This design comes from an exercise in tuning for small area, a short achievable clock period and few clock cycles on the open sky130 flow, not from production work. In this exercise RTL edits were held to simulation tests only and were not proved equivalent to the original. Power figures rest on the tool's default switching activity, not on a simulated workload.

## onyx
==> flow/design.v (excerpt) <==
module DATAPATH(Product, done, clk, multiplicand, multiplier, start, rst);
output [31:0] Product;
output reg done;
input [16:0] multiplicand;
input [16:0] multiplier;
input clk, start, rst;
wire one1 = multiplier[0] ^ 1'b0;
wire two2 = (multiplier[1] & ~multiplier[0] & ~1'b0) | (~multiplier[1] & multiplier[0] & 1'b0);
wire pp3 = ((one1 & multiplicand[0])) ^ multiplier[1];
wire pp4 = ((one1 & multiplicand[1]) | (two2 & multiplicand[0])) ^ multiplier[1];
wire pp5 = ((one1 & multiplicand[2]) | (two2 & multiplicand[1])) ^ multiplier[1];
wire pp6 = ((one1 & multiplicand[3]) | (two2 & multiplicand[2])) ^ multiplier[1];
wire pp7 = ((one1 & multiplicand[4]) | (two2 & multiplicand[3])) ^ multiplier[1];
wire pp8 = ((one1 & multiplicand[5]) | (two2 & multiplicand[4])) ^ multiplier[1];
wire pp9 = ((one1 & multiplicand[6]) | (two2 & multiplicand[5])) ^ multiplier[1];
wire pp10 = ((one1 & multiplicand[7]) | (two2 & multiplicand[6])) ^ multiplier[1];
wire pp11 = ((one1 & multiplicand[8]) | (two2 & multiplicand[7])) ^ multiplier[1];
wire pp12 = ((one1 & multiplicand[9]) | (two2 & multiplicand[8])) ^ multiplier[1];
wire pp13 = ((one1 & multiplicand[10]) | (two2 & multiplicand[9])) ^ multiplier[1];
wire pp14 = ((one1 & multiplicand[11]) | (two2 & multiplicand[10])) ^ multiplier[1];
wire pp15 = ((one1 & multiplicand[12]) | (two2 & multiplicand[11])) ^ multiplier[1];
wire pp16 = ((one1 & multiplicand[13]) | (two2 & multiplicand[12])) ^ multiplier[1];
wire pp17 = ((one1 & multiplicand[14]) | (two2 & multiplicand[13])) ^ multiplier[1];
wire pp18 = ((one1 & multiplicand[15]) | (two2 & multiplicand[14])) ^ multiplier[1];
wire pp19 = ((two2 & multiplicand[15])) ^ multiplier[1];
wire sn20 = ~multiplier[1];
wire one21 = multiplier[2] ^ multiplier[1];
wire two22 = (multiplier[3] & ~multiplier[2] & ~multiplier[1]) | (~multiplier[3] & multiplier[2] & multiplier[1]);
wire pp23 = ((one21 & multiplicand[0])) ^ multiplier[3];
wire pp24 = ((one21 & multiplicand[1]) | (two22 & multiplicand[0])) ^ multiplier[3];
  ...
For scale: ~830 cells after synthesis, roughly 70 I/O pins.
Settings: LEC_CHECK=0, ABC_AREA=1, CAP_MARGIN=20, CORE_MARGIN=2, CORE_UTILIZATION=60, SLEW_MARGIN=20, SYNTH_HIERARCHICAL=1, SYNTH_MINIMUM_KEEP_SIZE=0, TNS_END_PERCENT=0; clock period 4.0 ns.
standard.sh (not shown) runs the stock make flow with config.mk's settings and CLKGATE_MAP_FILE= SYNTH_SCRIPT=/design/flow/synth_recipe.tcl, a recipe that flattens the netlist after the stock synthesis.
==> flow/flow/run.sh <==
#!/bin/bash
# Standard layout, with plain buffers (instead of delay buffers) on the ports.
set -euo pipefail
export BUFFER_PORTS_ARGS="-buffer_cell sky130_fd_sc_hd__buf_2"
bash standard.sh > standard.log 2>&1
onyx: full flow OK, the timing, design-rule and antenna checks passed
Testbench counts of onyx, summed over its fixed seeds: cycles 2,400.
> inputs changed (onyx -> indigo)
Settings: CTS_CLUSTER_SIZE: unset -> 30; TNS_END_PERCENT: 0 -> unset; CTS_BUF_LIST: unset -> sky130_fd_sc_hd__clkbuf_4 sky130_fd_sc_hd__clkbuf_8; PLACE_DENSITY: unset -> 0.75; SETUP_SLACK_MARGIN: unset -> 0.1; CORE_UTILIZATION: 60 -> 40.
==> flow/run.sh (new file) <==
#!/bin/bash
# synth_recipe.tcl (not shown) runs the flow's synth.tcl, then flattens the netlist and writes it again
# the make line also repeats each setting of config.mk as NAME=value (left out here)
make -C /OpenROAD-flow-scripts/flow DESIGN_CONFIG=/design/flow/config.mk WORK_HOME=/design/flow/orfs CLKGATE_MAP_FILE= SYNTH_SCRIPT=/design/flow/synth_recipe.tcl finish
removed: flow/flow/run.sh
removed: flow/standard.sh
- Where smallest setup slack after layout is concerned, onyx is better than indigo.
- As of indigo, number of ordinary inverters in the final layout had risen by a few percent compared to onyx.
- Routability congestion estimate from global placement: indigo lower than onyx
- Between indigo and onyx, maximum frequency is higher for onyx, indigo comes in under that.
- On indigo: final cycle utilization of the critical path is 2.9 points higher than what onyx gave.
Setup changes, indigo to harbor
Settings: clearing SETUP_SLACK_MARGIN, which used to be 0.1; swapping 40 for 60 in CORE_UTILIZATION; clearing PLACE_DENSITY, which used to be 0.75; clearing CTS_CLUSTER_SIZE, which used to be 30; clearing CTS_BUF_LIST, which used to be sky130_fd_sc_hd__clkbuf_4 sky130_fd_sc_hd__clkbuf_8.
==> flow/flow/run.sh (new file) <==
#!/bin/bash
# Standard layout, with plain buffers (instead of delay buffers) on the ports.
set -euo pipefail
export BUFFER_PORTS_ARGS="-buffer_cell sky130_fd_sc_hd__buf_2"
bash standard.sh > standard.log 2>&1
==> flow/standard.sh (new file) <==
#!/bin/bash
# synth_recipe.tcl (not shown) runs the flow's synth.tcl, then flattens the netlist and writes it again
# the make line also repeats each setting of config.mk as NAME=value (left out here)
make -C /OpenROAD-flow-scripts/flow DESIGN_CONFIG=/design/flow/config.mk WORK_HOME=/design/flow/orfs CLKGATE_MAP_FILE= SYNTH_SCRIPT=/design/flow/synth_recipe.tcl "${@:-finish}"
removed: flow/run.sh
==> run summary <==
Per the final summary, harbor finished and its layout is clean on timing, DRC and antenna. indigo finished all stages; the layout is clean. Compared with indigo, in harbor total routed wire length on the met1 layer shows an increase of 2.7%; initial standard-cell utilization of the core shows an increase of 21 points; routing usage on met1 shows an increase of 16 points. | number of standard-cell rows in the floorplan | harbor vs indigo | 10 lower |. Changes observed in harbor relative to indigo: post-route fraction of the period consumed by the critical path went down, share of power burned in registers went up, portion of total power attributed to the clock network went up, slack of the critical path went up. harbor ended up with a lower non-clock buffer count than indigo did. Looking at cell area, harbor sits about 10% lower than indigo does. The run showing the smaller detailed-route wire length per cell is indigo.
Setup changes, harbor to sierra
Settings: CTS_CLUSTER_SIZE newly set to 30; PLACE_DENSITY newly set to 0.45; CORE_UTILIZATION changed from 60 to 40; CTS_BUF_LIST newly set to sky130_fd_sc_hd__clkbuf_4 sky130_fd_sc_hd__clkbuf_8.
## What came out
- For sequential power, sierra and harbor come out practically identical.
- Sort sierra and harbor by fraction of layout cells with a size suffix above 1 asc -> top: harbor
- Diff harbor -> sierra | power | decrease of about 0.43%
- Comparing sierra and harbor, the lower global-route usage over all layers is on sierra.
- Between sierra and harbor, count of placed standard cells in the final layout, fillers left out is lower for harbor, sierra comes in above that.
- sierra -> harbor: total DRC errors in the routed layout delta 0, exact match
- Largest net degree at the start of global routing was lower in the run labelled harbor.
- Diff harbor -> sierra: static power due to leakage went up by about 1%, count of clock-buffer cells in the layout now sits lower.
The inputs of xenon differ from those of sierra as listed below.
Settings: PLACE_DENSITY: 0.45 -> 0.75.
--- a/flow/flow/run.sh
+++ b/flow/flow/run.sh
@@ -4 +4 @@
-export BUFFER_PORTS_ARGS="-buffer_cell sky130_fd_sc_hd__buf_2"
+export BUFFER_PORTS_ARGS="-buffer_cell sky130_fd_sc_hd__buf_1"
### Flow results
- xenon reached the end of the flow, and the finished layout is clean on the timing, design-rule and antenna checks.
- In the tables for xenon and sierra, routed wire length reads higher with sierra.
- Summary of xenon over sierra: power consumption fell by 1.4%; number of clock buffers in the layout rose by 1.

## afterwards: timing with drivers on the ports
The results above use ideal ports. As a check the final layouts listed here were re-extracted and re-timed, cells and wires unchanged. Step 1 assumes that a clkbuf_16 drives the clock port and a buf_2 every other input. Step 2, shift: input delay + t, output delay - t, t = (earliest + latest rising clock arrival at the registers) / 2. This alone moves slack from input paths to output paths. a / b / c = no drivers / after step 1 / after step 2; a / b = the first two.
run	t, ns	setup slack, ns	worst register clock-pin slew, ns
onyx	0.381	0.219 / 0.243 / -0.138	0.06 / 0.06
indigo	0.408	0.103 / 0.120 / -0.288	0.07 / 0.07
harbor	0.381	0.219 / 0.243 / -0.138	0.06 / 0.06
sierra	0.414	0.092 / 0.104 / -0.310	0.09 / 0.09
xenon	0.404	0.281 / 0.296 / -0.109	0.08 / 0.08
With both steps, setup timing fails in every run listed, where it was met with ideal ports. The setup slack of sierra, which loses most, moves by +0.012 ns with the drivers and by -0.402 ns with both steps.
